This is an optimization exercise on Yosys and OpenROAD, whose aim is small area, not a production implementation.
The RTL was checked by simulation tests, not by an equivalence proof against the original design.
No activity file was given, so power comes from the tool's default toggle rates.

File: flow/config.mk
export PLATFORM = sky130hd
export DESIGN_NAME = mojo_top_0
export DESIGN_NICKNAME = mojo_top_0
export VERILOG_FILES = /design/flow/design.v
export SDC_FILE = /design/flow/constraint.sdc
export NUM_CORES = 4
export LEC_CHECK = 0
export ABC_AREA = 1
export CAP_MARGIN = 20
export CORE_MARGIN = 2
export CORE_UTILIZATION = 40
export SLEW_MARGIN = 20
export SYNTH_MEMORY_MAX_BITS = 32768
File: flow/constraint.sdc
create_clock -name core_clock -period 5.0 [get_ports {clk}]
set_input_delay 1.0000 -clock core_clock [delete_from_list [all_inputs] [get_ports {clk}]]
set_output_delay 1.0000 -clock core_clock [all_outputs]
set_load 0.01 [all_outputs]
File: flow/design.v
module hvsync_generator_1(clk, rst, vga_h_sync, vga_v_sync, xq, xr, yq);
input clk;
input rst;
output vga_h_sync, vga_v_sync;
output [7:0] xq;
output [2:0] xr;
output [7:0] yq;
reg [7:0] xq;
reg [2:0] xr;
reg [7:0] yq;
reg [1:0] yr;
wire xr_last = (xr == 3'd5);
wire line_end = (xq == 8'hff) & (xr == 3'd2);         
wire frame_end = (yq == 8'd170) & (yr == 2'd1);       
always @(posedge clk)
if (rst) begin
	xq <= 8'hff;                                      
	xr <= 3'd3;
end else begin
	xr <= xr_last ? 3'd0 : xr + 3'd1;
	if (xr_last) xq <= xq + 8'd1;
end
always @(posedge clk)
if (rst | (line_end & frame_end)) begin
	yq <= 8'd0;
	yr <= 2'd0;
end else if (line_end) begin
	yr <= (yr == 2'd2) ? 2'd0 : yr + 2'd1;
	if (yr == 2'd2) yq <= yq + 8'd1;
end
wire hs = ((xq == 8'hff) & (xr >= 3'd3)) | (xq < 8'd4) | ((xq == 8'd4) & (xr <= 3'd4));
wire vs = (yq == 8'd166) & (yr == 2'd2);              
reg vga_HS, vga_VS;
always @(posedge clk)
begin
	vga_HS <= hs;
	vga_VS <= vs;
end
assign vga_h_sync = ~vga_HS;
assign vga_v_sync = ~vga_VS;
endmodule
module bannerdraw_3 (
    input [7:0] xq,
    input [2:0] xr,
    input [7:0] yq,
    output out
  );
  wire new_n21, new_n22, new_n23, new_n24, new_n25, new_n26, new_n27,
    new_n28, new_n29, new_n30, new_n31, new_n32, new_n33, new_n34, new_n35,
    new_n36, new_n37, new_n38, new_n39, new_n40, new_n41, new_n42, new_n43,
    new_n44, new_n45, new_n46, new_n47, new_n48, new_n49, new_n50, new_n51,
    new_n52, new_n53, new_n54, new_n55, new_n56, new_n57, new_n58, new_n59,
    new_n60, new_n61, new_n62, new_n63, new_n64, new_n65, new_n66, new_n67,
    new_n68, new_n69, new_n70, new_n71, new_n72, new_n73, new_n74, new_n75,
    new_n76, new_n77, new_n78, new_n79, new_n80, new_n81, new_n82, new_n83,
    new_n84, new_n85, new_n86, new_n87, new_n88, new_n89, new_n90, new_n91,
    new_n92, new_n93, new_n94, new_n95, new_n96, new_n97, new_n98, new_n99,
    new_n100, new_n101, new_n102, new_n103, new_n104, new_n105, new_n106,
    new_n107, new_n108, new_n109, new_n110, new_n111, new_n112, new_n113,
    new_n114, new_n115, new_n116, new_n117, new_n118, new_n119, new_n120,
    new_n121, new_n122, new_n123, new_n124, new_n125, new_n126, new_n127,
    new_n128, new_n129, new_n130, new_n131, new_n132, new_n133, new_n134,
    new_n135, new_n136, new_n137, new_n138, new_n139, new_n140, new_n141,
    new_n142, new_n143, new_n144, new_n145, new_n146, new_n147, new_n148,
    new_n149, new_n150, new_n151, new_n152, new_n153, new_n154, new_n155,
    new_n156, new_n157, new_n158, new_n159, new_n160, new_n161, new_n162,
    new_n163, new_n164, new_n165, new_n166, new_n167, new_n168, new_n169,
    new_n170, new_n171, new_n172, new_n173, new_n174, new_n175, new_n176,
    new_n177, new_n178, new_n179, new_n180, new_n181, new_n182, new_n183,
    new_n184, new_n185, new_n186, new_n187, new_n188, new_n189, new_n190,
    new_n191, new_n192, new_n193, new_n194, new_n195, new_n196, new_n197,
    new_n198, new_n199, new_n200, new_n201, new_n202, new_n203, new_n204,
    new_n205, new_n206, new_n207, new_n208, new_n209, new_n210, new_n211,
    new_n212, new_n213, new_n214, new_n215, new_n216, new_n217, new_n218,
    new_n219, new_n220, new_n221, new_n222, new_n223, new_n224, new_n225,
    new_n226, new_n227, new_n228, new_n229, new_n230, new_n231, new_n232,
    new_n233, new_n234, new_n235, new_n236, new_n237, new_n238, new_n239,
    new_n240, new_n241, new_n242, new_n243, new_n244, new_n245, new_n246,
    new_n247, new_n248, new_n249, new_n250, new_n251, new_n252, new_n253,
    new_n254, new_n255, new_n256, new_n257, new_n258, new_n259, new_n260,
    new_n261, new_n262, new_n263, new_n264, new_n265, new_n266, new_n267,
    new_n268, new_n269, new_n270, new_n271, new_n272, new_n273, new_n274,
    new_n275, new_n276, new_n277, new_n278, new_n279, new_n280, new_n281,
    new_n282, new_n283, new_n284, new_n285, new_n286, new_n287, new_n288,
    new_n289, new_n290, new_n291, new_n292, new_n293, new_n294, new_n295,
    new_n296, new_n297, new_n298, new_n299, new_n300, new_n301, new_n302,
    new_n303, new_n304, new_n305, new_n306, new_n307, new_n308, new_n309,
    new_n310, new_n311, new_n312, new_n313, new_n314, new_n315, new_n316,
    new_n317, new_n318, new_n319, new_n320, new_n321, new_n322, new_n323,
    new_n324, new_n325, new_n326, new_n327, new_n328, new_n329, new_n330,
    new_n331, new_n332, new_n333, new_n334, new_n335, new_n336, new_n337,
    new_n338, new_n339, new_n340, new_n341, new_n342, new_n343, new_n344,
    new_n345, new_n346, new_n347, new_n348, new_n349, new_n350, new_n351,
    new_n352, new_n353, new_n354, new_n355, new_n356, new_n357, new_n358,
    new_n359, new_n360, new_n361, new_n362, new_n363, new_n364, new_n365,
    new_n366, new_n367, new_n368, new_n369, new_n370, new_n371, new_n372,
    new_n373, new_n374, new_n375, new_n376, new_n377, new_n378, new_n379,
    new_n380, new_n381, new_n382, new_n383, new_n384, new_n385, new_n386,
    new_n387, new_n388, new_n389, new_n390, new_n391, new_n392, new_n393,
    new_n394, new_n395, new_n396, new_n397, new_n398, new_n399, new_n400,
    new_n401, new_n402, new_n403, new_n404, new_n405, new_n406, new_n407,
    new_n408;
  assign new_n21 = ~xr[2] & ~xr[1];
  assign new_n22 = xq[3] & xq[2];
  assign new_n23 = yq[5] & yq[1];
  assign new_n24 = ~yq[7] & yq[6];
  assign new_n25 = ~yq[5] & new_n24;
  assign new_n26 = yq[3] & new_n25;
  assign new_n27 = ~yq[7] & ~yq[6];
  assign new_n28 = yq[5] & new_n27;
  assign new_n29 = yq[3] & new_n28;
  assign new_n30 = ~new_n26 & ~new_n29;
  assign new_n31 = yq[2] & ~new_n30;
  assign new_n32 = ~yq[0] & new_n31;
  assign new_n33 = new_n23 & new_n32;
  assign new_n34 = new_n22 & ~new_n33;
  assign new_n35 = yq[1] & ~yq[0];
  assign new_n36 = yq[4] & new_n26;
  assign new_n37 = new_n35 & new_n36;
  assign new_n38 = yq[1] & yq[0];
  assign new_n39 = ~yq[2] & ~new_n38;
  assign new_n40 = new_n36 & ~new_n39;
  assign new_n41 = ~yq[2] & ~new_n29;
  assign new_n42 = yq[2] & ~new_n26;
  assign new_n43 = new_n38 & ~new_n42;
  assign new_n44 = ~new_n41 & new_n43;
  assign new_n45 = new_n40 & ~new_n44;
  assign new_n46 = ~new_n37 & ~new_n45;
  assign new_n47 = xq[3] & ~xq[2];
  assign new_n48 = ~yq[3] & new_n25;
  assign new_n49 = ~yq[2] & ~yq[0];
  assign new_n50 = ~yq[5] & ~yq[1];
  assign new_n51 = ~new_n23 & ~new_n50;
  assign new_n52 = new_n49 & ~new_n51;
  assign new_n53 = new_n48 & new_n52;
  assign new_n54 = ~yq[4] & ~new_n53;
  assign new_n55 = ~yq[1] & yq[0];
  assign new_n56 = new_n54 & new_n55;
  assign new_n57 = new_n31 & new_n56;
  assign new_n58 = new_n47 & ~new_n57;
  assign new_n59 = new_n44 & new_n54;
  assign new_n60 = yq[4] & new_n28;
  assign new_n61 = yq[3] & ~new_n39;
  assign new_n62 = new_n60 & new_n61;
  assign new_n63 = yq[4] & ~new_n62;
  assign new_n64 = ~new_n30 & new_n38;
  assign new_n65 = new_n54 & ~new_n64;
  assign new_n66 = ~new_n63 & ~new_n65;
  assign new_n67 = ~new_n59 & new_n66;
  assign new_n68 = ~new_n40 & ~new_n66;
  assign new_n69 = ~new_n38 & ~new_n68;
  assign new_n70 = new_n22 & ~new_n69;
  assign new_n71 = ~new_n67 & new_n70;
  assign new_n72 = ~new_n58 & ~new_n71;
  assign new_n73 = new_n46 & ~new_n72;
  assign new_n74 = yq[2] & new_n72;
  assign new_n75 = ~new_n73 & ~new_n74;
  assign new_n76 = new_n34 & ~new_n75;
  assign new_n77 = new_n32 & ~new_n51;
  assign new_n78 = new_n54 & ~new_n77;
  assign new_n79 = new_n32 & new_n78;
  assign new_n80 = new_n47 & ~new_n79;
  assign new_n81 = ~xq[1] & ~new_n80;
  assign new_n82 = ~new_n29 & ~new_n48;
  assign new_n83 = new_n52 & ~new_n60;
  assign new_n84 = ~new_n82 & new_n83;
  assign new_n85 = ~new_n62 & ~new_n84;
  assign new_n86 = xq[3] & ~yq[4];
  assign new_n87 = xq[2] & ~new_n86;
  assign new_n88 = new_n85 & new_n87;
  assign new_n89 = new_n81 & ~new_n88;
  assign new_n90 = ~new_n76 & new_n89;
  assign new_n91 = xq[3] & new_n90;
  assign new_n92 = xr[0] & ~new_n46;
  assign new_n93 = ~yq[4] & new_n25;
  assign new_n94 = ~new_n60 & ~new_n93;
  assign new_n95 = new_n82 & ~new_n94;
  assign new_n96 = new_n49 & new_n51;
  assign new_n97 = new_n95 & new_n96;
  assign new_n98 = new_n70 & ~new_n97;
  assign new_n99 = ~xq[3] & xq[2];
  assign new_n100 = ~new_n37 & ~new_n62;
  assign new_n101 = ~yq[2] & ~new_n100;
  assign new_n102 = ~new_n77 & ~new_n101;
  assign new_n103 = ~new_n54 & ~new_n102;
  assign new_n104 = new_n99 & ~new_n103;
  assign new_n105 = ~new_n59 & new_n104;
  assign new_n106 = ~yq[2] & new_n37;
  assign new_n107 = yq[4] & yq[2];
  assign new_n108 = new_n29 & new_n107;
  assign new_n109 = ~new_n106 & ~new_n108;
  assign new_n110 = new_n58 & new_n109;
  assign new_n111 = ~xq[3] & ~xq[2];
  assign new_n112 = ~yq[2] & new_n55;
  assign new_n113 = ~new_n82 & new_n94;
  assign new_n114 = new_n112 & new_n113;
  assign new_n115 = new_n111 & ~new_n114;
  assign new_n116 = xq[1] & ~new_n115;
  assign new_n117 = ~new_n110 & new_n116;
  assign new_n118 = ~new_n105 & new_n117;
  assign new_n119 = ~new_n98 & new_n118;
  assign new_n120 = new_n92 & ~new_n119;
  assign new_n121 = ~new_n63 & ~new_n78;
  assign new_n122 = new_n55 & new_n121;
  assign new_n123 = new_n22 & ~new_n84;
  assign new_n124 = ~new_n122 & new_n123;
  assign new_n125 = new_n81 & ~new_n124;
  assign new_n126 = new_n46 & new_n85;
  assign new_n127 = new_n125 & ~new_n126;
  assign new_n128 = ~new_n120 & ~new_n127;
  assign new_n129 = xq[2] & ~new_n76;
  assign new_n130 = ~new_n128 & new_n129;
  assign new_n131 = ~new_n47 & ~new_n99;
  assign new_n132 = ~xq[3] & new_n35;
  assign new_n133 = ~xq[1] & new_n132;
  assign new_n134 = ~new_n131 & ~new_n133;
  assign new_n135 = ~xq[1] & ~new_n132;
  assign new_n136 = new_n49 & ~new_n135;
  assign new_n137 = ~new_n134 & new_n136;
  assign new_n138 = new_n134 & ~new_n136;
  assign new_n139 = ~new_n137 & ~new_n138;
  assign new_n140 = new_n92 & new_n139;
  assign new_n141 = new_n119 & ~new_n140;
  assign new_n142 = new_n80 & new_n120;
  assign new_n143 = ~new_n141 & ~new_n142;
  assign new_n144 = ~new_n130 & new_n143;
  assign new_n145 = ~new_n91 & new_n144;
  assign new_n146 = xq[0] & ~new_n145;
  assign new_n147 = new_n69 & ~new_n77;
  assign new_n148 = ~new_n101 & ~new_n147;
  assign new_n149 = new_n26 & ~new_n148;
  assign new_n150 = new_n96 & new_n113;
  assign new_n151 = new_n111 & ~new_n150;
  assign new_n152 = ~new_n149 & new_n151;
  assign new_n153 = new_n90 & ~new_n152;
  assign new_n154 = yq[5] & ~yq[0];
  assign new_n155 = new_n121 & ~new_n154;
  assign new_n156 = ~new_n114 & ~new_n155;
  assign new_n157 = new_n102 & ~new_n156;
  assign new_n158 = ~new_n62 & ~new_n157;
  assign new_n159 = new_n111 & new_n158;
  assign new_n160 = new_n47 & ~new_n121;
  assign new_n161 = ~yq[1] & new_n108;
  assign new_n162 = new_n99 & ~new_n161;
  assign new_n163 = ~new_n79 & new_n162;
  assign new_n164 = ~new_n160 & ~new_n163;
  assign new_n165 = ~new_n45 & ~new_n164;
  assign new_n166 = new_n46 & ~new_n97;
  assign new_n167 = ~new_n69 & ~new_n166;
  assign new_n168 = new_n22 & ~new_n167;
  assign new_n169 = xq[0] & ~new_n168;
  assign new_n170 = ~new_n165 & new_n169;
  assign new_n171 = ~new_n159 & new_n170;
  assign new_n172 = ~xq[0] & new_n119;
  assign new_n173 = ~xq[1] & xq[0];
  assign new_n174 = ~new_n172 & ~new_n173;
  assign new_n175 = ~new_n171 & new_n174;
  assign new_n176 = ~new_n153 & new_n175;
  assign new_n177 = ~new_n145 & new_n176;
  assign new_n178 = xq[1] & ~xq[0];
  assign new_n179 = new_n99 & new_n158;
  assign new_n180 = ~new_n22 & ~new_n80;
  assign new_n181 = ~xq[2] & ~new_n161;
  assign new_n182 = new_n121 & ~new_n181;
  assign new_n183 = ~xr[0] & new_n45;
  assign new_n184 = ~new_n182 & ~new_n183;
  assign new_n185 = ~new_n180 & new_n184;
  assign new_n186 = ~new_n179 & ~new_n185;
  assign new_n187 = ~new_n46 & ~new_n186;
  assign new_n188 = new_n39 & new_n48;
  assign new_n189 = ~xq[3] & ~new_n29;
  assign new_n190 = new_n94 & new_n189;
  assign new_n191 = ~new_n188 & new_n190;
  assign new_n192 = new_n34 & new_n107;
  assign new_n193 = ~new_n191 & ~new_n192;
  assign new_n194 = ~new_n105 & new_n193;
  assign new_n195 = ~new_n73 & new_n194;
  assign new_n196 = ~new_n187 & ~new_n195;
  assign new_n197 = new_n178 & ~new_n196;
  assign new_n198 = ~xq[1] & ~xq[0];
  assign new_n199 = new_n186 & new_n198;
  assign new_n200 = ~new_n197 & ~new_n199;
  assign new_n201 = ~new_n152 & ~new_n200;
  assign new_n202 = ~new_n177 & new_n201;
  assign new_n203 = ~new_n146 & ~new_n202;
  assign new_n204 = new_n21 & ~new_n203;
  assign new_n205 = xr[1] & ~xr[0];
  assign new_n206 = new_n191 & ~new_n205;
  assign new_n207 = ~new_n144 & new_n206;
  assign new_n208 = new_n152 & ~new_n205;
  assign new_n209 = new_n195 & ~new_n208;
  assign new_n210 = new_n173 & ~new_n209;
  assign new_n211 = ~new_n207 & new_n210;
  assign new_n212 = xr[2] & xr[1];
  assign new_n213 = ~new_n21 & ~new_n212;
  assign new_n214 = ~new_n176 & new_n213;
  assign new_n215 = ~new_n211 & new_n214;
  assign new_n216 = ~new_n204 & ~new_n215;
  assign new_n217 = xq[4] & ~new_n216;
  assign new_n218 = xq[2] & ~new_n102;
  assign new_n219 = ~xq[3] & ~new_n218;
  assign new_n220 = ~new_n80 & ~new_n219;
  assign new_n221 = new_n46 & ~new_n220;
  assign new_n222 = ~new_n45 & ~new_n108;
  assign new_n223 = yq[1] & ~new_n222;
  assign new_n224 = ~new_n157 & ~new_n223;
  assign new_n225 = ~new_n180 & new_n224;
  assign new_n226 = ~new_n221 & ~new_n225;
  assign new_n227 = new_n111 & new_n167;
  assign new_n228 = new_n178 & ~new_n227;
  assign new_n229 = ~new_n226 & new_n228;
  assign new_n230 = ~new_n104 & ~new_n152;
  assign new_n231 = ~new_n46 & ~new_n230;
  assign new_n232 = new_n22 & ~new_n59;
  assign new_n233 = ~new_n37 & new_n58;
  assign new_n234 = ~new_n232 & ~new_n233;
  assign new_n235 = ~new_n110 & ~new_n148;
  assign new_n236 = ~new_n234 & ~new_n235;
  assign new_n237 = xq[2] & new_n67;
  assign new_n238 = ~xq[2] & new_n112;
  assign new_n239 = new_n95 & new_n238;
  assign new_n240 = ~xq[3] & ~new_n239;
  assign new_n241 = ~new_n237 & new_n240;
  assign new_n242 = ~new_n236 & ~new_n241;
  assign new_n243 = new_n198 & ~new_n242;
  assign new_n244 = ~new_n231 & new_n243;
  assign new_n245 = ~new_n57 & new_n104;
  assign new_n246 = ~new_n46 & ~new_n102;
  assign new_n247 = new_n47 & ~new_n59;
  assign new_n248 = ~new_n246 & new_n247;
  assign new_n249 = ~new_n245 & ~new_n248;
  assign new_n250 = ~new_n37 & ~new_n249;
  assign new_n251 = ~new_n97 & new_n111;
  assign new_n252 = new_n22 & new_n100;
  assign new_n253 = ~new_n114 & new_n252;
  assign new_n254 = ~new_n251 & ~new_n253;
  assign new_n255 = ~new_n246 & ~new_n254;
  assign new_n256 = xq[1] & ~new_n255;
  assign new_n257 = ~new_n250 & new_n256;
  assign new_n258 = new_n125 & ~new_n241;
  assign new_n259 = xq[0] & ~new_n258;
  assign new_n260 = ~new_n257 & new_n259;
  assign new_n261 = ~xq[4] & ~new_n212;
  assign new_n262 = ~new_n260 & new_n261;
  assign new_n263 = ~new_n244 & new_n262;
  assign new_n264 = ~new_n229 & new_n263;
  assign new_n265 = ~xq[5] & ~new_n264;
  assign new_n266 = ~new_n217 & new_n265;
  assign new_n267 = ~new_n46 & ~new_n139;
  assign new_n268 = xq[1] & ~new_n22;
  assign new_n269 = xq[2] & ~new_n46;
  assign new_n270 = ~new_n239 & ~new_n269;
  assign new_n271 = new_n249 & new_n270;
  assign new_n272 = ~new_n250 & ~new_n271;
  assign new_n273 = ~new_n268 & new_n272;
  assign new_n274 = new_n22 & ~new_n136;
  assign new_n275 = new_n273 & ~new_n274;
  assign new_n276 = ~new_n267 & new_n275;
  assign new_n277 = ~new_n106 & ~new_n267;
  assign new_n278 = ~new_n37 & new_n267;
  assign new_n279 = xq[3] & ~xq[1];
  assign new_n280 = ~new_n106 & new_n279;
  assign new_n281 = ~new_n278 & new_n280;
  assign new_n282 = ~xq[3] & xq[1];
  assign new_n283 = ~new_n251 & ~new_n282;
  assign new_n284 = ~new_n281 & new_n283;
  assign new_n285 = ~new_n104 & ~new_n284;
  assign new_n286 = ~new_n277 & ~new_n285;
  assign new_n287 = xq[1] & ~new_n37;
  assign new_n288 = ~new_n106 & ~new_n287;
  assign new_n289 = new_n111 & ~new_n288;
  assign new_n290 = new_n52 & new_n95;
  assign new_n291 = new_n289 & new_n290;
  assign new_n292 = ~xq[4] & ~new_n291;
  assign new_n293 = ~new_n286 & new_n292;
  assign new_n294 = ~new_n276 & new_n293;
  assign new_n295 = ~xr[0] & ~new_n294;
  assign new_n296 = ~yq[1] & new_n41;
  assign new_n297 = new_n60 & ~new_n296;
  assign new_n298 = ~yq[3] & new_n93;
  assign new_n299 = ~new_n297 & ~new_n298;
  assign new_n300 = xq[2] & new_n299;
  assign new_n301 = ~xq[1] & ~new_n300;
  assign new_n302 = new_n46 & ~new_n301;
  assign new_n303 = new_n239 & new_n285;
  assign new_n304 = new_n302 & ~new_n303;
  assign new_n305 = new_n285 & ~new_n302;
  assign new_n306 = ~new_n304 & ~new_n305;
  assign new_n307 = ~new_n295 & new_n306;
  assign new_n308 = ~xq[1] & ~new_n227;
  assign new_n309 = xq[1] & ~new_n272;
  assign new_n310 = ~xr[0] & ~new_n309;
  assign new_n311 = ~xq[4] & ~new_n310;
  assign new_n312 = ~new_n308 & ~new_n311;
  assign new_n313 = ~xq[0] & ~new_n312;
  assign new_n314 = ~new_n307 & new_n313;
  assign new_n315 = xr[0] & new_n275;
  assign new_n316 = xq[0] & new_n292;
  assign new_n317 = ~new_n315 & new_n316;
  assign new_n318 = ~new_n295 & new_n317;
  assign new_n319 = ~xq[3] & new_n49;
  assign new_n320 = xq[3] & ~new_n49;
  assign new_n321 = ~xq[2] & ~new_n320;
  assign new_n322 = ~new_n319 & new_n321;
  assign new_n323 = ~new_n132 & ~new_n322;
  assign new_n324 = ~new_n46 & ~new_n323;
  assign new_n325 = new_n178 & new_n324;
  assign new_n326 = xq[0] & new_n267;
  assign new_n327 = xq[4] & ~new_n326;
  assign new_n328 = ~new_n325 & new_n327;
  assign new_n329 = new_n21 & ~new_n328;
  assign new_n330 = ~new_n318 & new_n329;
  assign new_n331 = ~new_n314 & new_n330;
  assign new_n332 = xq[4] & ~new_n267;
  assign new_n333 = ~new_n294 & ~new_n332;
  assign new_n334 = ~xq[0] & ~new_n333;
  assign new_n335 = xq[4] & xq[1];
  assign new_n336 = ~xq[4] & ~xq[1];
  assign new_n337 = ~new_n335 & ~new_n336;
  assign new_n338 = new_n273 & ~new_n337;
  assign new_n339 = ~xq[1] & new_n324;
  assign new_n340 = ~xq[4] & new_n111;
  assign new_n341 = ~new_n299 & new_n340;
  assign new_n342 = ~new_n339 & ~new_n341;
  assign new_n343 = ~new_n336 & ~new_n342;
  assign new_n344 = xq[0] & ~new_n343;
  assign new_n345 = ~new_n338 & new_n344;
  assign new_n346 = new_n213 & ~new_n345;
  assign new_n347 = ~new_n334 & new_n346;
  assign new_n348 = xq[5] & ~new_n347;
  assign new_n349 = ~new_n331 & new_n348;
  assign new_n350 = ~xq[7] & xq[6];
  assign new_n351 = ~new_n349 & new_n350;
  assign new_n352 = ~new_n266 & new_n351;
  assign new_n353 = ~xq[1] & new_n224;
  assign new_n354 = xq[1] & new_n148;
  assign new_n355 = new_n47 & ~new_n354;
  assign new_n356 = ~new_n353 & new_n355;
  assign new_n357 = ~xq[2] & xq[1];
  assign new_n358 = ~new_n21 & new_n357;
  assign new_n359 = ~new_n70 & ~new_n358;
  assign new_n360 = new_n37 & ~new_n359;
  assign new_n361 = new_n21 & new_n289;
  assign new_n362 = ~new_n360 & ~new_n361;
  assign new_n363 = ~new_n356 & new_n362;
  assign new_n364 = ~xq[4] & new_n363;
  assign new_n365 = xq[0] & ~new_n364;
  assign new_n366 = xq[4] & new_n257;
  assign new_n367 = ~new_n363 & new_n366;
  assign new_n368 = ~xq[4] & ~new_n58;
  assign new_n369 = ~new_n257 & ~new_n368;
  assign new_n370 = xq[2] & ~new_n37;
  assign new_n371 = new_n21 & ~new_n370;
  assign new_n372 = xq[2] & xr[1];
  assign new_n373 = ~new_n106 & new_n372;
  assign new_n374 = ~new_n371 & ~new_n373;
  assign new_n375 = ~xq[0] & new_n289;
  assign new_n376 = new_n374 & new_n375;
  assign new_n377 = xq[3] & new_n178;
  assign new_n378 = ~xq[3] & new_n198;
  assign new_n379 = ~new_n374 & new_n378;
  assign new_n380 = ~new_n377 & ~new_n379;
  assign new_n381 = ~new_n376 & new_n380;
  assign new_n382 = ~new_n369 & ~new_n381;
  assign new_n383 = xq[4] & ~new_n322;
  assign new_n384 = ~new_n105 & new_n383;
  assign new_n385 = ~new_n125 & new_n384;
  assign new_n386 = ~new_n382 & ~new_n385;
  assign new_n387 = ~new_n367 & new_n386;
  assign new_n388 = ~new_n365 & new_n387;
  assign new_n389 = ~new_n22 & new_n178;
  assign new_n390 = new_n385 & ~new_n389;
  assign new_n391 = xq[7] & ~xq[5];
  assign new_n392 = ~new_n46 & new_n391;
  assign new_n393 = ~new_n390 & new_n392;
  assign new_n394 = ~new_n388 & new_n393;
  assign new_n395 = ~xr[0] & new_n21;
  assign new_n396 = ~new_n299 & ~new_n395;
  assign new_n397 = new_n46 & ~new_n396;
  assign new_n398 = ~xq[0] & ~new_n397;
  assign new_n399 = xq[0] & new_n290;
  assign new_n400 = ~new_n246 & ~new_n399;
  assign new_n401 = ~new_n398 & new_n400;
  assign new_n402 = ~xq[7] & xq[5];
  assign new_n403 = new_n22 & new_n402;
  assign new_n404 = new_n335 & new_n403;
  assign new_n405 = ~new_n401 & new_n404;
  assign new_n406 = ~new_n394 & ~new_n405;
  assign new_n407 = ~xq[6] & ~new_n212;
  assign new_n408 = ~new_n406 & new_n407;
  assign out = new_n352 | new_n408;
endmodule
module mojo_top_0(clk, rst, vga_h_sync, vga_v_sync, vga_R, vga_G, vga_B, quadA, quadB);
input clk;
input rst;
output vga_h_sync, vga_v_sync, vga_R, vga_G, vga_B;
input quadA, quadB;
wire [7:0] xq;
wire [2:0] xr;
wire [7:0] yq;
wire out;
hvsync_generator_1 syncgen(.clk(clk), .rst(rst), .vga_h_sync(vga_h_sync), .vga_v_sync(vga_v_sync),
  .xq(xq), .xr(xr), .yq(yq));
bannerdraw_3 banner(.xq(xq), .xr(xr), .yq(yq), .out(out));
reg pix;
always @(posedge clk) pix <= out;
assign vga_R = pix;
assign vga_G = pix;
assign vga_B = pix;
endmodule
File: flow/run.sh
#!/bin/bash
# synth_recipe.tcl (not shown) runs the flow's synth.tcl, then flattens the netlist and writes it again
# the make line also repeats each setting of config.mk as NAME=value (left out here)
make -C /OpenROAD-flow-scripts/flow DESIGN_CONFIG=/design/flow/config.mk WORK_HOME=/design/flow/orfs CLKGATE_MAP_FILE= SYNTH_SCRIPT=/design/flow/synth_recipe.tcl finish
==> impl_metrics.csv, run 1 <==
group,metric,value,unit
global_route,grt_pass1_wl,14.7,mm
clock_tree,clockBufferDepth,2,
worst_setup_path,cp-end-kind,"flip-flop",
global_route,grt_max_degree,16,
worst_setup_path,crit_cells,18,
sta,tightest_slew,0.681,ns
clock_tree,cts_sinks,24,
hold_path,hold_path_depth,2,
power_and_ir_drop,p_total,493,uW
drt,vias,3209,
drt,route.detailed.drc,0,
clock_tree,cts_root_buf,"clkbuf_8",
placement,gp_congestion,0.966,
yosys,syn_inst,481,
clock_tree,cts.htree.levels,1,
worst_setup_path,crit_path_frequent_cell,"nand2_1",
job,drv_cap,0,
drt,dr.first_iter.drc_count,349,
yosys,synth_nets,505,
power_and_ir_drop,max-vdd-ir-drop,0.198,mV
placement,hpwl,6.91,mm
sta,fin_crit,3.11,ns
worst_setup_path,crit_path_top_delay_cell,"dfxtp_1",
drt,dr.pass1.iters,6,
worst_setup_path,crit_arrival,3.27,ns
floorplan,fp.dieW,89.3,um
sta,rsz0062_at_grt,"no",
worst_setup_path,crit_buf_inv,2,
sta,hold_slack,0.482,ns
sta,fin_skew,0.00123,ns
sta,slew_viol_final,0,
yosys,syn-mean-instance-area,6.05,um^2
final_layout,diodes,0,
clock_tree,cts_hold_buf,0,
yosys,synth_edf_count,0,
worst_setup_path,crit_chain,"inv_2 -> ha_1 -> nor2_1 -> nand2_2 -> nand2_1 -> nand2_1 -> nand2_1 -> nand3_1 -> nand2_1 -> nand3_1 -> nand3_1 -> inv_1 -> o21ai_0 -> o211ai_1 -> a21oi_1 -> nand2_1 -> nand2_1 -> nand2_1",
yosys,ys_types,46,
outcome,status,"finished clean",
worst_setup_path,reg2reg_slack,1.89,ns
worst_setup_path,crit_path_start_kind,"flip-flop",
placement,placed_area,0.00303,mm^2
sta,setup_tns,0,ns
drt,wire_per_inst,15.3,um
sta,max_clock_freq,322,MHz
yosys,netlist_area,0.00291,mm^2
floorplan,core,0.00714,mm^2
global_route,antenna_found_initial,0,
global_route,grt.total_usage,23.7,%
worst_setup_path,r2r_end,"pix$_DFF_P_",
global_route,overflow,0,
worst_setup_path,critPathLaunch,"syncgen.yq[2]$_SDFFE_PP0P_",
drt,routed_wirelength,8.83,mm
clock_tree,cts_setup_buffers,0,
placement,port_buffers,6,
power_and_ir_drop,leakagePower,0.00147,uW
worst_setup_path,endpoint,"pix$_DFF_P_",
sta,final-hold-violation-count,0,
floorplan,die_h,89.3,um
yosys,synth-main-ff-cell,"dfxtp_1",
floorplan,start_util,40.8,%
clock_tree,cts_tree,"yes",
clock_tree,clkTransAtPathRegs,0.08,ns
final_layout,final_area,0.00307,mm^2
final_layout,final_nets,504,
sta,finalCritPeriodShare,62.2,%
floorplan,die-area,0.00797,mm^2
worst_setup_path,cpPeakStageDelay,0.66,ns
floorplan,ioPinCount,9,
drt,postRouteAntennaNets,0,
worst_setup_path,crit_family,"simple AND/OR/NAND/NOR gates",
yosys,ys_seq_area_share,16.5,%
worst_setup_path,path_class,"flip-flop to flip-flop",
yosys,async_flop_share,0,%
yosys,yosys_warnings,2,
worst_setup_path,cp_max_fo,11,
final_layout,final_common_cell,"nand2_1",
floorplan,rows,31,
yosys,synth-seq-cells,24,
final_layout,drive_gt1_share,12.8,%
clock_tree,cts_buffers,3,
worst_setup_path,r2r_cells,18,
final_layout,nFillCells,815,
global_route,first_global_vias,2983,
hold_path,min-delay-path-class,"flip-flop to flip-flop",
final_layout,layout_common_cells,"nand2_1 (118), inv_1 (54), nand3_1 (43)",
worst_setup_path,required,5.16,ns
drt,vias_per_cell,5.56,
sta,max-slew-margin-rel,54.3,%
clock_tree,clock_latency,0.26,ns
final_layout,syn_to_final_growth,5.63,%
sta,setup_viol,0,
power_and_ir_drop,power_density,160,mW/mm^2
worst_setup_path,timing.rr.start,"syncgen.yq[2]$_SDFFE_PP0P_",
hold_path,hp-start,"syncgen.xq[7]$_SDFFE_PP1P_",
clock_tree,ctsResizeCount,0,
-- synth_stat cells (3+ instances only) --
| cell | number | share of area (%) |
|---|---|---|
| nand2_1 | 118 | 15 |
| inv_1 | 54 | 7.0 |
| nand3_1 | 43 | 7.4 |
| o21ai_0 | 38 | 6.5 |
| a21oi_1 | 32 | 5.5 |
| nor2_1 | 32 | 4.1 |
| dfxtp_1 | 24 | 17 |
| ha_1 | 20 | 8.6 |
| nand2_2 | 14 | 3.0 |
| inv_2 | 13 | 1.7 |
| nand4_1 | 10 | 2.2 |
| nor3_1 | 9 | 1.5 |
| o21ai_1 | 6 | 1.0 |
| clkbuf_1 | 5 | 0.65 |
| nand3_2 | 5 | 1.7 |
| nor2_2 | 5 | 1.1 |
| o211ai_1 | 5 | 1.3 |
| buf_4 | 4 | 1.0 |
| a31oi_1 | 3 | 0.65 |
| buf_2 | 3 | 0.52 |
| xor2_1 | 3 | 0.90 |
-- routing by layer --
layer	vias to the layer above	GRT usage (%)	routed length [um]
li1	1586	-	-
met1	1437	33.7	4020
met2	146	37.0	3850
met3	40	1.39	592
met4	0	10.4	366
met5	-	0	0
-- tightest hold or removal path: cells and delay by family (launching register included) --
| family | cells | cell delay, ns |
|---|---|---|
| flops | 1 | 0.31 |
| compound gates | 1 | 0.06 |
| simple gates | 1 | 0.06 |
-- logic make-up (layout without fill, tap and decap cells) --
family	count (synthesis)	count (layout)	synth area share (%)
flops	24	24	16.5
buf+inv	83	80	11.5
xor+xnor	3	3	0.903
simple gates	255	255	43.6
fa+ha+maj	20	20	8.60
compound gates	96	96	18.9
-- power by group --
group / leakage [uW] / switching, uW / total (uW) / internal, uW
combinational: 0.00125 / 105 / 160 / 54.6
clock: 0.0000216 / 57.5 / 111 / 53.9
sequential: 0.000196 / 18.1 / 221 / 203
total: 0.00147 / 181 / 493 / 312
-- how the worst min path moves through the flow --
stage / end / slack, ns
after floorplan: syncgen.yr[0]$_SDFFE_PP0P_ / 0.44
after global placement: syncgen.xq[7]$_SDFFE_PP1P_ / 0.46
after detailed placement: syncgen.yr[0]$_SDFFE_PP0P_ / 0.48
final: syncgen.xq[7]$_SDFFE_PP1P_ / 0.48
after CTS: syncgen.xq[7]$_SDFFE_PP1P_ / 0.49
after global routing: syncgen.yr[0]$_SDFFE_PP0P_ / 0.51
-- through the flow --
stage               utilization (%)  worst slack, ns  cells
floorplan                         -             2.54    481
global placement               42.5             1.95    574
detailed placement             42.5             1.98    574
CTS                            43.1             1.95    577
global route                   43.1             1.53    577
finish                         43.1             1.89    577
-- registers in the layout, indices dropped and copies added (netlist names) --
name            cells
pix                 1
syncgen.vga_HS      1
syncgen.yq          8
syncgen.xq          8
syncgen.xr          3
syncgen.vga_VS      1
syncgen.yr          2
-- layout make-up --
cell class                 instances  area, um^2  share of cell area, %
sequential                        24         480                   15.6
tap                               99         124                   4.03
timing repair buffer               7        67.6                   2.20
inverter                          70         265                   8.63
clock buffer                       3        41.3                   1.34
multi-input combinational        374        2090                   68.2
==> run 2, diff against run 1 <==
==> flow/flow/run.sh (new file) <==
#!/bin/bash
# The standard layout (the standard.sh), except that ORFS's synthesis maps the
# logic with an area-oriented ABC script (flow/abc_area.script) instead of abc_area.script
# / abc_speed.script. Everything else (synth_recipe.tcl, the flow settings, the
# registers, floorplan, placement, CTS, routing) is left as standard.sh has it.
set -euo pipefail
D=$(pwd)
sed "s|^source \$::env(SCRIPTS_DIR)/synth_preamble.tcl\$|&\nset abc_args [lreplace \$abc_args 1 1 $D/flow/abc_area.script]|" \
  "$FLOW_HOME/scripts/synth.tcl" > "$D/flow_synth.tcl"
grep -q "abc_args \[lreplace" "$D/flow_synth.tcl"
sed "s|source \$::env(SCRIPTS_DIR)/synth.tcl|source $D/flow_synth.tcl|" synth_recipe.tcl > "$D/my_synth.tcl"
grep -q "flow_synth.tcl" "$D/my_synth.tcl"
sed "s|SYNTH_SCRIPT=[^ ]*|SYNTH_SCRIPT=$D/my_synth.tcl|" standard.sh > "$D/my_standard.sh"
grep -q "SYNTH_SCRIPT=$D/my_synth.tcl" "$D/my_standard.sh"
bash "$D/my_standard.sh" > "$D/make.log" 2>&1
==> flow/flow/abc_area.script (new file) <==
strash
dch -f
map -a
topo
==> flow/standard.sh (new file) <==
#!/bin/bash
# synth_recipe.tcl (not shown) runs the flow's synth.tcl, then flattens the netlist and writes it again
# the make line also repeats each setting of config.mk as NAME=value (left out here)
make -C /OpenROAD-flow-scripts/flow DESIGN_CONFIG=/design/flow/config.mk WORK_HOME=/design/flow/orfs CLKGATE_MAP_FILE= SYNTH_SCRIPT=/design/flow/synth_recipe.tcl "${@:-finish}"
removed: flow/run.sh
==> run 2 against run 1 <==
  * Sequential cell count stayed put
  * Non-clock buffer count is 4 higher
  * Highest routed layer unchanged
  * Critical path depth rose by 3
  * Clock power is 21% higher
  * Sequential power about the same
  * Routed wire length fell by 9.5%
  * Cell area decreased by 13%
  * Hold slack got worse by 0.0093 ns
  * Maximum frequency decreased by 28%
  * Synthesized area fell by 16%
  * Utilization grew 2.2 points
  * Still clean on timing, DRC and antenna
==> impl_metrics.csv, run 2 <==
group,metric,value,unit
outcome,status,"finished clean",
global_route,overflow,0,
yosys,async_flop_share,0,%
yosys,syn-mean-instance-area,6.13,um^2
yosys,synth_area_leaders,"dfxtp_1 (20%), ha_1 (10%), clkinv_1 (9.2%), nand2_1 (9.1%), nor2_1 (8.7%)",
global_route,grt_pass1_wl,12.9,mm
drt,route.detailed.drc,0,
floorplan,fp.dieW,82.2,um
placement,port_buffers,6,
sta,rsz0062_at_grt,"no",
final_layout,regArea,480,um^2
power_and_ir_drop,power_density,191,mW/mm^2
yosys,yosys-top-cells-count,"clkinv_1 (60), nand2_1 (59), nor2_1 (57), o21ai_0 (40), a21oi_1 (38)",
yosys,syn_inst,399,
sta,setup_tns,0,ns
placement,place_inst,483,
final_layout,syn_to_final_growth,9.46,%
floorplan,die_h,82.2,um
final_layout,final_cells,487,
sta,final-hold-violation-count,0,
drt,dr.first_iter.drc_count,358,
clock_tree,cts_hold_buf,0,
floorplan,die-area,0.00676,mm^2
clock_tree,clkTransAtPathRegs,0.09,ns
clock_tree,ctsResizeCount,0,
sta,hold_slack,0.473,ns
job,drv_cap,0,
final_layout,nFillCells,660,
final_layout,reg_top3,"syncgen.xq: 8 flops, syncgen.yq: 8 flops, syncgen.xr: 3 flops",
hold_path,min-delay-path-class,"flip-flop to flip-flop",
clock_tree,cts_buffers,3,
global_route,grt_max_degree,14,
worst_setup_path,critPathLaunch,"syncgen.yq[6]$_SDFFE_PP0P_",
yosys,synth-main-ff-cell,"dfxtp_1",
floorplan,rows,28,
worst_setup_path,required,5.16,ns
final_layout,multiInputGateArea,0.00173,mm^2
placement,hpwl,6.31,mm
sta,fin_crit,4.32,ns
floorplan,start_util,41.3,%
clock_tree,cts_setup_buffers,0,
placement,gp_congestion,0.959,
clock_tree,cts_sinks,24,
power_and_ir_drop,p_total,511,uW
floorplan,core,0.00592,mm^2
worst_setup_path,path_class,"flip-flop to flip-flop",
drt,wire_per_inst,16.4,um
final_layout,drive_gt1_share,4.13,%
sta,max_clock_freq,232,MHz
final_layout,final_common_cell,"clkinv_1",
clock_tree,cts_root_buf,"clkbuf_8",
yosys,synth_top_area_cell,"dfxtp_1",
sta,finalCritPeriodShare,86.3,%
worst_setup_path,cp-end-kind,"flip-flop",
sta,max-slew-margin-rel,50.5,%
sta,tightest_slew,0.736,ns
final_layout,final_nets,437,
clock_tree,cts.htree.levels,1,
yosys,ys_types,35,
drt,routed_wirelength,7.99,mm
sta,slew_viol_final,0,
clock_tree,cts_tree,"yes",
final_layout,diodes,0,
power_and_ir_drop,leakagePower,0.00100,uW
floorplan,ioPinCount,9,
worst_setup_path,crit_arrival,4.47,ns
worst_setup_path,crit_path_start_kind,"flip-flop",
yosys,synth-seq-cells,24,
yosys,synth_most_common_cell,"clkinv_1",
global_route,grt.total_usage,25.0,%
sta,setup_viol,0,
sta,fin_skew,0.00451,ns
final_layout,final_core_util,45.2,%
hold_path,hold_path_depth,2,
drt,vias,2922,
yosys,yosys_warnings,2,
yosys,netlist.area_leader.share,19.6,%
clock_tree,clockBufferDepth,2,
worst_setup_path,r2r_cells,21,
global_route,antenna_found_initial,0,
clock_tree,clock_latency,0.27,ns
yosys,netlist_area,0.00245,mm^2
yosys,synth_edf_count,0,
drt,dr.pass1.iters,6,
drt,vias_per_cell,6.00,
yosys,synth_nets,423,
worst_setup_path,timing.rr.start,"syncgen.yq[6]$_SDFFE_PP0P_",
power_and_ir_drop,max-vdd-ir-drop,0.182,mV
worst_setup_path,cp_max_fo,10,
final_layout,layout_common_cells,"clkinv_1 (60), nand2_1 (59), nor2_1 (57)",
drt,postRouteAntennaNets,0,
global_route,first_global_vias,2591,
yosys,ys_seq_area_share,19.6,%
hold_path,hp-start,"syncgen.yr[1]$_SDFFE_PP0P_",
==> run 2: cell count changes after synthesis, moves of 13 or more <==
cell / delta
clkinv_1: +58
nand2_1: -59
nand2_2: -14
inv_2: -13
nor2_1: +25
nand3_1: -21
inv_1: -54
==> run 2: report_power, final <==
part,switching (uW),internal (uW)
combinational,98.0,57.2
clock,63.4,70.3
sequential,18.5,203
total,180,331
==> run 2: path summary, 6_finish.rpt <==
check / slack (ns) / to
worst max-delay path: 0.68 / pix$_DFF_P_
worst min-delay path: 0.47 / syncgen.yr[1]$_SDFFE_PP0P_
worst max register to register: 0.68 / pix$_DFF_P_
worst min register to register: 0.47 / syncgen.yr[1]$_SDFFE_PP0P_
==> run 2: final cells by class <==
class / count / share of cell area [%]
multi-input combinational: 313 / 64.4
tap: 75 / 3.50
clock buffer: 4 / 2.06
inverter: 60 / 8.41
sequential: 24 / 17.9
timing repair buffer: 11 / 3.64
==> run 2: per-layer routing <==
| metal | part of all wire (%) | up-vias | GRT usage [%] |
|---|---|---|---|
| li1 | - | 1424 | - |
| met1 | 46 | 1319 | 34.4 |
| met2 | 43 | 147 | 37.7 |
| met3 | 7.4 | 32 | 4.46 |
| met4 | 3.6 | 0 | 11.3 |
| met5 | 0 | - | 0 |
==> run 2: critical path, cell delays in order (launching register included) <==
cell and delay [ns]:
dfxtp_1 0.38, clkinv_1 0.13, nor3_1 0.44, nand2_1 0.25
a21oi_1 0.19, nand2_1 0.09, nand2_1 0.14, clkinv_1 0.08
nor2_1 0.52, nor2_1 0.19, o32ai_1 0.32, clkinv_1 0.14
nor2_1 0.19, a21oi_1 0.09, o21ai_0 0.12, nor2_1 0.10
a21oi_1 0.24, nor2_1 0.07, o211ai_1 0.18, a21oi_1 0.07
o2111ai_1 0.18, o31ai_1 0.09
==> run 2: kinds of logic after synthesis <==
family,Yosys count,share of synthesized area [%]
AOI/OAI and AO/OA,115,27.7
xor gates and xnor gates,6,2.15
DFF,24,19.6
buffers and inverters,62,9.82
and+or+nand+nor,172,30.4
adders and majority gates,20,10.2
==> run 2: per-stage QoR <==
step,setup WS [ns],area (um^2)
5_1_grt,0.210,2680
3_3_place_gp,0.857,2620
2_1_floorplan,1.52,2450
6_report,0.685,2680
4_1_cts,0.773,2680
3_5_place_dp,0.791,2620
==> run 3, diff against run 2 <==
--- a/flow/flow/run.sh
+++ b/flow/flow/run.sh
@@ -4,3 +4,5 @@
 # / abc_speed.script. Everything else (synth_recipe.tcl, the flow settings, the
-# registers, floorplan, placement, CTS, routing) is left as standard.sh has it.
+# registers, floorplan, placement, routing) is left as standard.sh has it, except:
+#  - the port buffers are sky130_fd_sc_hd__buf_1 (BUFFER_PORTS_ARGS),
+#  - CTS inserts no dummy loads (CTS_ARGS adds -dont_use_dummy_load).
 set -euo pipefail
@@ -14,2 +16,5 @@
 grep -q "SYNTH_SCRIPT=$D/my_synth.tcl" "$D/my_standard.sh"
-bash "$D/my_standard.sh" > "$D/make.log" 2>&1
+bash "$D/my_standard.sh" \
+  "BUFFER_PORTS_ARGS=-buffer_cell sky130_fd_sc_hd__buf_1" \
+  "CTS_ARGS=-sink_clustering_enable -repair_clock_nets -dont_use_dummy_load" \
+  finish > "$D/make.log" 2>&1
==> run 3 against run 2 <==
  * Clock skew is 0.0019 ns lower
  * Critical path depth unchanged
  * Via count is 0.58% lower
  * Setup slack improved by 0.064 ns
  * First-iteration DRC count rose by 22%
  * Non-clock buffer count unchanged
  * Critical endpoint unchanged
  * Combinational power decreased by 3%
  * Still clean on timing, DRC and antenna
  * Register-to-register slack better by 0.06 ns
  * Critical path type unchanged
  * Sequential cell count unchanged
==> impl_metrics.csv, run 3 <==
group,metric,value,unit
outcome,status,"finished clean",
yosys,ys_seq_area_share,19.6,%
final_layout,final_core_util,44.4,%
power_and_ir_drop,power_density,184,mW/mm^2
yosys,synth_top_area_cell,"dfxtp_1",
drt,dr.pass1.iters,5,
final_layout,reg_top3,"syncgen.xq: 8 flops, syncgen.yq: 8 flops, syncgen.xr: 3 flops",
clock_tree,cts_setup_buffers,0,
drt,vias,2905,
sta,final-hold-violation-count,0,
clock_tree,cts.htree.levels,1,
clock_tree,cts_root_buf,"clkbuf_8",
drt,vias_per_cell,5.98,
yosys,synth-main-ff-cell,"dfxtp_1",
sta,max_clock_freq,235,MHz
power_and_ir_drop,leakagePower,0.000979,uW
floorplan,core,0.00592,mm^2
worst_setup_path,crit_arrival,4.43,ns
yosys,synth_edf_count,0,
global_route,grt_max_degree,14,
clock_tree,cts_tree,"yes",
final_layout,drive_gt1_share,3.89,%
sta,slew_viol_final,0,
worst_setup_path,required,5.18,ns
sta,tightest_slew,0.711,ns
sta,setup_viol,0,
sta,max-slew-margin-rel,52.2,%
worst_setup_path,cp_max_fo,9,
worst_setup_path,reg2reg_slack,0.75,ns
worst_setup_path,r2r_end,"pix$_DFF_P_",
clock_tree,clock_latency,0.26,ns
power_and_ir_drop,max-vdd-ir-drop,0.206,mV
floorplan,rows,28,
worst_setup_path,path_class,"flip-flop to flip-flop",
drt,wire_per_inst,16.3,um
sta,rsz0062_at_grt,"no",
yosys,yosys-top-cells-count,"clkinv_1 (60), nand2_1 (59), nor2_1 (57), o21ai_0 (40), a21oi_1 (38)",
placement,hpwl,6.11,mm
floorplan,die-area,0.00676,mm^2
drt,route.detailed.drc,0,
yosys,synth_area_leaders,"dfxtp_1 (20%), ha_1 (10%), clkinv_1 (9.2%), nand2_1 (9.1%), nor2_1 (8.7%)",
final_layout,final_common_cell,"clkinv_1",
global_route,overflow,0,
placement,port_buffers,6,
hold_path,hold_end,"syncgen.yr[1]$_SDFFE_PP0P_",
hold_path,min-delay-path-class,"flip-flop to flip-flop",
worst_setup_path,cp-end-kind,"flip-flop",
drt,postRouteAntennaNets,0,
global_route,grt_pass1_wl,12.8,mm
yosys,ys_types,35,
sta,finalCritPeriodShare,85.0,%
floorplan,fp.dieW,82.2,um
yosys,synth_nets,423,
worst_setup_path,r2r_cells,21,
final_layout,layout_common_cells,"clkinv_1 (60), nand2_1 (59), nor2_1 (57)",
placement,gp_congestion,0.986,
yosys,synth_most_common_cell,"clkinv_1",
sta,fin_skew,0.00258,ns
worst_setup_path,crit_path_start_kind,"flip-flop",
clock_tree,cts_hold_buf,0,
hold_path,hp-start,"syncgen.yr[1]$_SDFFE_PP0P_",
drt,dr.first_iter.drc_count,438,
floorplan,die_h,82.2,um
drt,routed_wirelength,7.92,mm
clock_tree,cts_buffers,3,
job,drv_cap,0,
placement,place_inst,483,
global_route,antenna_found_initial,0,
yosys,netlist.area_leader.share,19.6,%
final_layout,final_nets,437,
yosys,syn-mean-instance-area,6.13,um^2
hold_path,hold_path_depth,2,
final_layout,syn_to_final_growth,7.37,%
sta,setup_tns,0,ns
sta,fin_crit,4.25,ns
worst_setup_path,timing.rr.start,"syncgen.yq[2]$_SDFFE_PP0P_",
clock_tree,cts_sinks,24,
clock_tree,clkTransAtPathRegs,0.08,ns
floorplan,ioPinCount,9,
floorplan,start_util,41.3,%
yosys,netlist_area,0.00245,mm^2
final_layout,final_cells,486,
yosys,yosys_warnings,2,
clock_tree,ctsResizeCount,0,
global_route,first_global_vias,2625,
final_layout,diodes,0,
global_route,grt.total_usage,24.3,%
clock_tree,clockBufferDepth,2,
yosys,async_flop_share,0,%
yosys,syn_inst,399,
yosys,synth-seq-cells,24,
==> run 3: power by group <==
group	internal (uW)	leakage [uW]	switching [uW]
clock network	53.7	0.0000216	57.8
registers	203	0.000196	19.0
logic	52.0	0.000762	97.7
==> run 3: area by class of cell <==
type / instances / area [um^2]
clock buffer: 3 / 41.3
fill: 608 / 3290
inverter: 60 / 225
multi-input combinational: 313 / 1730
sequential: 24 / 480
tap: 75 / 93.8
timing repair buffer: 11 / 60.1
==> run 3: kinds of logic after synthesis <==
logic type	count (synthesis)	share of synthesized area, %
AO/OA/AOI/OAI	115	27.7
XOR/XNOR	6	2.15
adder cells (fa/ha/maj)	20	10.2
buffers and inverters	62	9.82
flip-flops	24	19.6
AND/OR/NAND/NOR	172	30.4
==> run 3: worst max-delay path, stage by stage (launching register included) <==
cell and delay, ns:
dfxtp_1 0.54, clkinv_1 0.36, ha_1 0.37, nor3_1 0.44, clkinv_1 0.28, nand2_1 0.11, nand2_1 0.05, clkinv_1 0.06
nor2_1 0.06, o21ai_0 0.23, nor2_1 0.15, a2111oi_0 0.48, clkinv_1 0.17, o21ai_0 0.11, a22oi_1 0.09, nor2_1 0.10
a22oi_1 0.07, o22ai_1 0.15, nand2_1 0.07, nand3_1 0.09, o2111ai_1 0.11, o31ai_1 0.08
==> run 3: worst max path at each step <==
| stage | startpoint | endpoint | slack [ns] | cells after the start |
|---|---|---|---|---|
| floorplan | syncgen.yq[6]$_SDFFE_PP0P_ | pix$_DFF_P_ | 1.52 | 22 |
| global placement | syncgen.yq[2]$_SDFFE_PP0P_ | pix$_DFF_P_ | 0.82 | 21 |
| detailed placement | syncgen.yq[2]$_SDFFE_PP0P_ | pix$_DFF_P_ | 0.93 | 21 |
| CTS | syncgen.yq[2]$_SDFFE_PP0P_ | pix$_DFF_P_ | 0.89 | 21 |
| global route | syncgen.yq[2]$_SDFFE_PP0P_ | pix$_DFF_P_ | 0.42 | 21 |
| finish | syncgen.yq[2]$_SDFFE_PP0P_ | pix$_DFF_P_ | 0.75 | 21 |
==> run 3: metrics by stage <==
step	area [um^2]	hold slack (ns)	total power, uW	setup WS (ns)
3_5_place_dp	2580	0.466	371	0.933
4_1_cts	2630	0.478	484	0.889
5_1_grt	2630	0.510	517	0.422
2_1_floorplan	2450	0.449	327	1.52
3_3_place_gp	2580	0.462	371	0.824
6_report	2630	0.476	484	0.749
==> run 3: routing by layer <==
metal / routed length, um / vias to the layer above / global-route usage [%] / share of wire (%)
li1: - / 1417 / - / -
met1: 3710 / 1295 / 35.9 / 47
met5: 0 / - / 0 / 0
met2: 3430 / 169 / 37.2 / 43
met3: 626 / 24 / 1.96 / 7.9
met4: 158 / 0 / 7.67 / 2.0
==> run 4, diff against run 3 <==
--- a/flow/flow/run.sh
+++ b/flow/flow/run.sh
@@ -6,3 +6,3 @@
 #  - the port buffers are sky130_fd_sc_hd__buf_1 (BUFFER_PORTS_ARGS),
-#  - CTS inserts no dummy loads (CTS_ARGS adds -dont_use_dummy_load).
+#  - CTS inserts no dummy loads and clusters up to 32 sinks per buffer (CTS_ARGS).
 set -euo pipefail
@@ -18,3 +18,3 @@
   "BUFFER_PORTS_ARGS=-buffer_cell sky130_fd_sc_hd__buf_1" \
-  "CTS_ARGS=-sink_clustering_enable -repair_clock_nets -dont_use_dummy_load" \
+  "CTS_ARGS=-sink_clustering_enable -sink_clustering_size 32 -sink_clustering_max_diameter 200 -repair_clock_nets -dont_use_dummy_load" \
   finish > "$D/make.log" 2>&1
--- a/flow/config.mk
+++ b/flow/config.mk
@@ -11,2 +11,3 @@
 export CORE_UTILIZATION = 40
+export GPL_TIMING_DRIVEN = 0
 export SLEW_MARGIN = 20
==> run 4 against run 3 <==
  * Critical endpoint unchanged
  * Still clean
  * Setup slack got worse by 0.45 ns
  * Die area did not move
  * Routed wire length rose by 1.1%
  * Non-clock buffer count fell by 3
  * First-iteration DRC count fell by 14%
  * Sequential share of layout area rose by 0.12 points
  * Cell count fell by 0.62%
  * Synthesized area did not move
  * Critical path type unchanged
  * Register-to-register slack got worse by 0.45 ns
==> impl_metrics.csv, run 4 <==
group,metric,value,unit
clock_tree,ctsResizeCount,0,
drt,dr.first_iter.drc_count,377,
floorplan,rows,28,
hold_path,min-delay-path-class,"flip-flop to flip-flop",
global_route,first_global_vias,2706,
yosys,syn-mean-instance-area,6.13,um^2
drt,vias_per_cell,6.08,
yosys,ys_seq_area_share,19.6,%
worst_setup_path,crit_arrival,4.89,ns
job,drv_cap,0,
placement,gp_congestion,0.983,
power_and_ir_drop,power_density,187,mW/mm^2
global_route,overflow,0,
drt,route.detailed.drc,0,
worst_setup_path,crit_path_start_kind,"flip-flop",
drt,wire_per_inst,16.6,um
floorplan,die-area,0.00676,mm^2
drt,routed_wirelength,8.01,mm
power_and_ir_drop,max-vdd-ir-drop,0.177,mV
placement,hpwl,6.12,mm
clock_tree,cts_hold_buf,0,
sta,max_clock_freq,213,MHz
yosys,netlist_area,0.00245,mm^2
clock_tree,clock_latency,0.27,ns
yosys,synth_nets,423,
sta,setup_viol,0,
clock_tree,clockBufferDepth,2,
final_layout,drive_gt1_share,3.43,%
floorplan,core,0.00592,mm^2
sta,finalCritPeriodShare,94.0,%
yosys,synth-seq-cells,24,
clock_tree,cts.htree.levels,1,
clock_tree,clkTransAtPathRegs,0.09,ns
floorplan,die_h,82.2,um
final_layout,diodes,0,
final_layout,syn_to_final_growth,6.65,%
yosys,synth_edf_count,0,
global_route,grt_pass1_wl,13.0,mm
yosys,yosys.area_share.simple,30.4,%
sta,fin_skew,0.00449,ns
yosys,synth-adder-area-share,10.2,%
yosys,synth_area_leaders,"dfxtp_1 (20%), ha_1 (10%), clkinv_1 (9.2%), nand2_1 (9.1%), nor2_1 (8.7%)",
yosys,netlist.area_leader.share,19.6,%
final_layout,nFillCells,646,
power_and_ir_drop,p_total,487,uW
clock_tree,cts_buffers,3,
drt,vias,2935,
sta,rsz0062_at_grt,"no",
sta,slew_viol_final,0,
final_layout,reg_top3,"syncgen.xq: 8 flops, syncgen.yq: 8 flops, syncgen.xr: 3 flops",
worst_setup_path,cp_max_fo,9,
yosys,ys_types,35,
sta,tightest_slew,0.674,ns
floorplan,ioPinCount,9,
yosys,synth_compound_area_share,27.7,%
worst_setup_path,crit_chain,"clkinv_1 -> ha_1 -> nor3_1 -> clkinv_1 -> nand2_1 -> nand2_1 -> clkinv_1 -> nor2_1 -> o21ai_0 -> nor2_1 -> a2111oi_0 -> clkinv_1 -> o21ai_0 -> a22oi_1 -> nor2_1 -> a22oi_1 -> o22ai_1 -> nand2_1 -> nand3_1 -> o2111ai_1 -> o31ai_1",
worst_setup_path,crit_family,"compound AO/OA/AOI/OAI gates",
global_route,grt_max_degree,14,
floorplan,fp.dieW,82.2,um
sta,setup_tns,0,ns
drt,dr.pass1.iters,5,
clock_tree,cts_tree,"yes",
sta,final-hold-violation-count,0,
clock_tree,cts_setup_buffers,0,
final_layout,final_nets,434,
drt,postRouteAntennaNets,0,
floorplan,start_util,41.3,%
power_and_ir_drop,leakagePower,0.000967,uW
yosys,async_flop_share,0,%
clock_tree,cts_sinks,24,
yosys,synth_top_family_by_area,"simple AND/OR/NAND/NOR gates",
global_route,grt.total_usage,24.7,%
clock_tree,cts_root_buf,"clkbuf_8",
yosys,synth_most_common_cell,"clkinv_1",
sta,fin_crit,4.70,ns
final_layout,layout_common_cells,"clkinv_1 (60), nand2_1 (59), nor2_1 (57)",
worst_setup_path,crit_path_frequent_cell,"clkinv_1",
yosys,synthMuxAreaShare,0,%
yosys,yosys_warnings,2,
final_layout,final_common_cell,"clkinv_1",
worst_setup_path,required,5.19,ns
worst_setup_path,crit_path_top_delay_cell,"dfxtp_1",
placement,port_buffers,6,
sta,max-slew-margin-rel,54.7,%
yosys,synth_top_area_cell,"dfxtp_1",
global_route,antenna_found_initial,0,
final_layout,final_core_util,44.1,%
outcome,status,"finished clean",
worst_setup_path,cp-end-kind,"flip-flop",
worst_setup_path,path_class,"flip-flop to flip-flop",
yosys,synth-main-ff-cell,"dfxtp_1",
yosys,yosys-top-cells-count,"clkinv_1 (60), nand2_1 (59), nor2_1 (57), o21ai_0 (40), a21oi_1 (38)",
worst_setup_path,cpPeakStageDelay,0.56,ns
worst_setup_path,crit_buf_inv,4,
yosys,syn_inst,399,
yosys,synthXorXnorAreaFrac,2.15,%
## run 4: cell types whose count changed in the layout (fill, tap and decap cells not counted)
cell | before | now
nor3_2 | 0 | 1
buf_4 | 5 | 2
nor3_1 | 18 | 17
## run 4: per-layer routing
layer,vias up,wire length (um),global-route usage (%)
li1,1411,-,-
met1,1338,3710,35.2
met2,161,3380,37.4
met3,25,712,3.04
met4,0,210,10.0
met5,-,0,0
## run 4: kinds of logic after synthesis
group | after synthesis
buffers and inverters | 62
DFF | 24
and+or+nand+nor | 172
AOI/OAI and AO/OA | 115
xor gates and xnor gates | 6
adders and majority gates | 20
## run 4: per-stage QoR
step,instances,setup slack (ns),hold slack (ns),instance area (um^2)
after global routing,483,0.0267,0.488,2610
after floorplan,399,1.52,0.449,2450
final,483,0.299,0.473,2610
after global placement,480,0.270,0.464,2560
after CTS,483,0.352,0.480,2600
after detailed placement,480,0.377,0.468,2560
## run 4: area by class of cell
type	count	area (um^2)	share of cell area [%]
clock buffers	3	41.3	1.58
repair buffers	6	22.5	0.863
well taps	75	93.8	3.60
plain buffers	2	15.0	0.576
flip-flops and latches	24	480	18.4
inverters	60	225	8.63
multi-input cells	313	1730	66.3
## run 4: final timing paths
check / end / slack [ns] / cells past startpoint / startpoint
max: pix$_DFF_P_ / 0.30 / 21 / syncgen.yq[2]$_SDFFE_PP0P_
min: syncgen.yr[1]$_SDFFE_PP0P_ / 0.47 / 2 / syncgen.yr[1]$_SDFFE_PP0P_
max reg2reg: pix$_DFF_P_ / 0.30 / 21 / syncgen.yq[2]$_SDFFE_PP0P_
min reg2reg: syncgen.yr[1]$_SDFFE_PP0P_ / 0.47 / 2 / syncgen.yr[1]$_SDFFE_PP0P_
## run 4: worst register-to-register path: stages, from the launching register on
cell       delay (ns)
dfxtp_1          0.56
clkinv_1         0.38
ha_1             0.36
nor3_1           0.51
clkinv_1         0.31
nand2_1          0.13
nand2_1          0.06
clkinv_1         0.06
nor2_1           0.06
o21ai_0          0.42
nor2_1           0.21
a2111oi_0        0.49
clkinv_1         0.17
o21ai_0          0.12
a22oi_1          0.09
nor2_1           0.11
a22oi_1          0.07
o22ai_1          0.19
nand2_1          0.08
nand3_1          0.08
o2111ai_1        0.10
o31ai_1          0.08
## run 4: where the power goes
part           internal (uW)  switching [uW]
Combinational           51.2            98.4
Sequential               203            18.6
Clock                   53.9            61.4
Total                    308             178
==> run 5, diff against run 4 <==
--- a/flow/flow/run.sh
+++ b/flow/flow/run.sh
@@ -3,3 +3,4 @@
 # logic with an area-oriented ABC script (flow/abc_area.script) instead of abc_area.script
-# / abc_speed.script. Everything else (synth_recipe.tcl, the flow settings, the
+# / abc_speed.script, and leaves adders to ABC too (ADDER_MAP_FILE empty: no extract_fa
+# into half/full-adder cells). Everything else (synth_recipe.tcl, the flow settings, the
 # registers, floorplan, placement, routing) is left as standard.sh has it, except:
@@ -17,2 +18,3 @@
 bash "$D/my_standard.sh" \
+  "ADDER_MAP_FILE=" \
   "BUFFER_PORTS_ARGS=-buffer_cell sky130_fd_sc_hd__buf_1" \
==> flow/flow/abc_area.script (replaced) <==
&get -n
&st
&dch -f
&nf -a -p -F 8 -A 8 -R 1000
&put
topo
==> run 5 against run 4 <==
  * Total power shrank 12%
  * Combinational power shrank 35%
  * Non-clock buffer count is the same
  * Synthesized area shrank 11%
  * Critical path depth shrank 2
  * Clock-buffer cell count is the same
  * Sequential share of layout area grew 2.2 points
  * Global-route usage shrank 2.6 points
  * Hold slack gained 0.026 ns
  * Cell count shrank 15%
  * Sequential power is essentially flat
  * Die area shrank 10%
  * Critical endpoint unchanged
  * Largest cell class unchanged
==> impl_metrics.csv, run 5 <==
group,metric,value,unit
yosys,synth-main-ff-cell,"dfxtp_1",
yosys,netlist.area_leader.share,22.0,%
sta,setup_tns,0,ns
worst_setup_path,required,5.15,ns
sta,max-slew-margin-rel,38.6,%
power_and_ir_drop,leakagePower,0.000783,uW
placement,hpwl,4.87,mm
clock_tree,cts.htree.levels,1,
floorplan,rows,26,
sta,fin_skew,0.00153,ns
yosys,ys_seq_area_share,22.0,%
floorplan,fp.dieW,77.8,um
global_route,first_global_vias,2381,
outcome,status,"finished clean",
yosys,synth_top_area_cell,"dfxtp_1",
sta,tightest_slew,0.920,ns
clock_tree,cts_sinks,24,
global_route,grt_max_degree,27,
final_layout,final_area,0.00234,mm^2
yosys,async_flop_share,0,%
yosys,synth_nets,337,
clock_tree,cts_buffers,3,
drt,postRouteAntennaNets,0,
clock_tree,clkTransAtPathRegs,0.08,ns
placement,placed_area,0.00229,mm^2
placement,gp_congestion,0.947,
clock_tree,clock_latency,0.25,ns
drt,route.detailed.drc,0,
worst_setup_path,path_class,"flip-flop to flip-flop",
power_and_ir_drop,pwr-share-seq,51.9,%
drt,routed_wirelength,6.58,mm
yosys,syn_inst,333,
drt,dr.first_iter.drc_count,356,
global_route,grt_pass1_wl,11.0,mm
worst_setup_path,reg2reg_slack,0.56,ns
global_route,grt.total_usage,22.1,%
final_layout,layout_common_cells,"nor2_1 (44), a21oi_1 (42), nand2_1 (41)",
power_and_ir_drop,max-vdd-ir-drop,0.159,mV
final_layout,drive_gt1_share,1.75,%
job,drv_cap,0,
sta,slew_viol_final,0,
sta,fin_crit,4.44,ns
hold_path,min-delay-path-class,"flip-flop to flip-flop",
worst_setup_path,cp-end-kind,"flip-flop",
power_and_ir_drop,power_frac_comb,22.8,%
worst_setup_path,timing.rr.start,"syncgen.yq[2]$_SDFFE_PP0P_",
final_layout,final_nets,348,
clock_tree,clockBufferDepth,2,
drt,vias,2608,
final_layout,reg_top3,"syncgen.xq: 8 flops, syncgen.yq: 8 flops, syncgen.xr: 3 flops",
global_route,antenna_found_initial,0,
worst_setup_path,cp_max_fo,18,
hold_path,hold_end,"syncgen.yr[1]$_SDFFE_PP0P_",
sta,setup_viol,0,
worst_setup_path,r2r_end,"pix$_DFF_P_",
final_layout,diodes,0,
yosys,synth_edf_count,0,
floorplan,core,0.00517,mm^2
yosys,netlist_area,0.00218,mm^2
sta,finalCritPeriodShare,88.8,%
sta,rsz0062_at_grt,"no",
floorplan,die-area,0.00606,mm^2
yosys,synth_most_common_cell,"nor2_1",
worst_setup_path,crit_path_start_kind,"flip-flop",
worst_setup_path,crit_arrival,4.59,ns
yosys,synth_area_leaders,"dfxtp_1 (22%), a21oi_1 (9.6%), nor2_1 (7.6%), nand2_1 (7.1%), o21ai_0 (5.5%)",
yosys,yosys_warnings,2,
drt,wire_per_inst,16.0,um
power_and_ir_drop,internal_power,294,uW
final_layout,final_common_cell,"nor2_1",
drt,vias_per_cell,6.33,
==> run 5: cell count changes after synthesis, moves of 10 or more <==
cell / delta
clkinv_1: -49
o21ai_0: -16
ha_1: -20
nor2b_1: +10
nand2_1: -18
nand2b_1: +12
nor2_1: -13
==> run 5: logic make-up after synthesis <==
logic type,synth area share (%)
AND/OR/NAND/NOR,38.5
AO/OA/AOI/OAI,33.3
flip-flops,22.0
buffers and inverters,2.58
XOR/XNOR,3.61
==> run 5: critical path: stages (launching register included) <==
cell	delay, ns
dfxtp_1	0.72
nor2_1	0.20
and2_0	0.21
a21oi_1	0.25
o21ai_0	0.13
and2_0	0.24
a31oi_1	0.16
a21oi_1	0.09
nor2_1	0.25
a21oi_1	0.15
o21ai_0	0.18
nand2_1	0.09
nand2_1	0.07
a31oi_1	0.06
a2111oi_1	0.54
a21oi_1	0.13
a21oi_1	0.15
o32ai_1	0.11
a221o_1	0.37
a32o_1	0.21
==> run 5: worst max-delay path by stage <==
stage	start	end	slack [ns]	depth (start not counted)
detailed placement	syncgen.yq[5]$_SDFFE_PP0P_	pix$_DFF_P_	0.39	20
global placement	syncgen.yq[5]$_SDFFE_PP0P_	pix$_DFF_P_	0.35	20
CTS	syncgen.yq[5]$_SDFFE_PP0P_	pix$_DFF_P_	0.37	20
global route	syncgen.yq[5]$_SDFFE_PP0P_	pix$_DFF_P_	0.14	20
floorplan	syncgen.yq[5]$_SDFFE_PP0P_	pix$_DFF_P_	1.21	20
finish	syncgen.yq[2]$_SDFFE_PP0P_	pix$_DFF_P_	0.56	19
==> run 5: power groups by stage <==
stage | registers, uW | logic, uW | clock network, uW
2_1_floorplan | 220 | 74.5 | 0
3_3_place_gp | 227 | 96.3 | 0
3_5_place_dp | 227 | 95.7 | 0
4_1_cts | 222 | 96.2 | 116
5_1_grt | 225 | 109 | 121
6_report | 223 | 98.0 | 109
==> run 5: layer usage <==
metal | wire, um | up-vias | global-route usage (%)
met5 | 0 | - | 0
met4 | 164 | 0 | 7.50
met3 | 586 | 20 | 2.67
met2 | 2840 | 150 | 34.7
met1 | 2990 | 1173 | 31.2
li1 | - | 1265 | -
==> run 5: final cells by class <==
cell class | count | area [um^2]
Inverter | 11 | 41.3
Sequential cell | 24 | 480
Tap cell | 70 | 87.6
Timing Repair Buffer | 6 | 22.5
Multi-Input combinational cell | 296 | 1650
Clock buffer | 3 | 41.3
Buffer | 2 | 15.0
Fill cell | 568 | 2840
==> run 5: repair_timing <==
action,4_1_cts,5_1_grt
hold buffers,0,0
resized for setup,0,2
endpoints found under the setup margin,0,1
==> run 5: stage by stage <==
step	util [%]	std cells	total power, uW	hold slack (ns)	setup slack, ns
3_5_place_dp	44.3	409	323	0.490	0.389
3_3_place_gp	44.3	409	323	0.482	0.349
5_1_grt	45.2	412	456	0.529	0.136
4_1_cts	45.1	412	435	0.503	0.369
2_1_floorplan	-	333	295	0.455	1.21
6_report	45.2	412	430	0.499	0.559

Re-timed with assumed drivers on the ports (clkbuf_16 on the clock, buf_2 on other inputs), run 5 has 0.559 ns of setup slack against 0.559 ns with ideal ports, and 0.559 ns once port delays also move by the mid clock arrival of 0.279 ns.
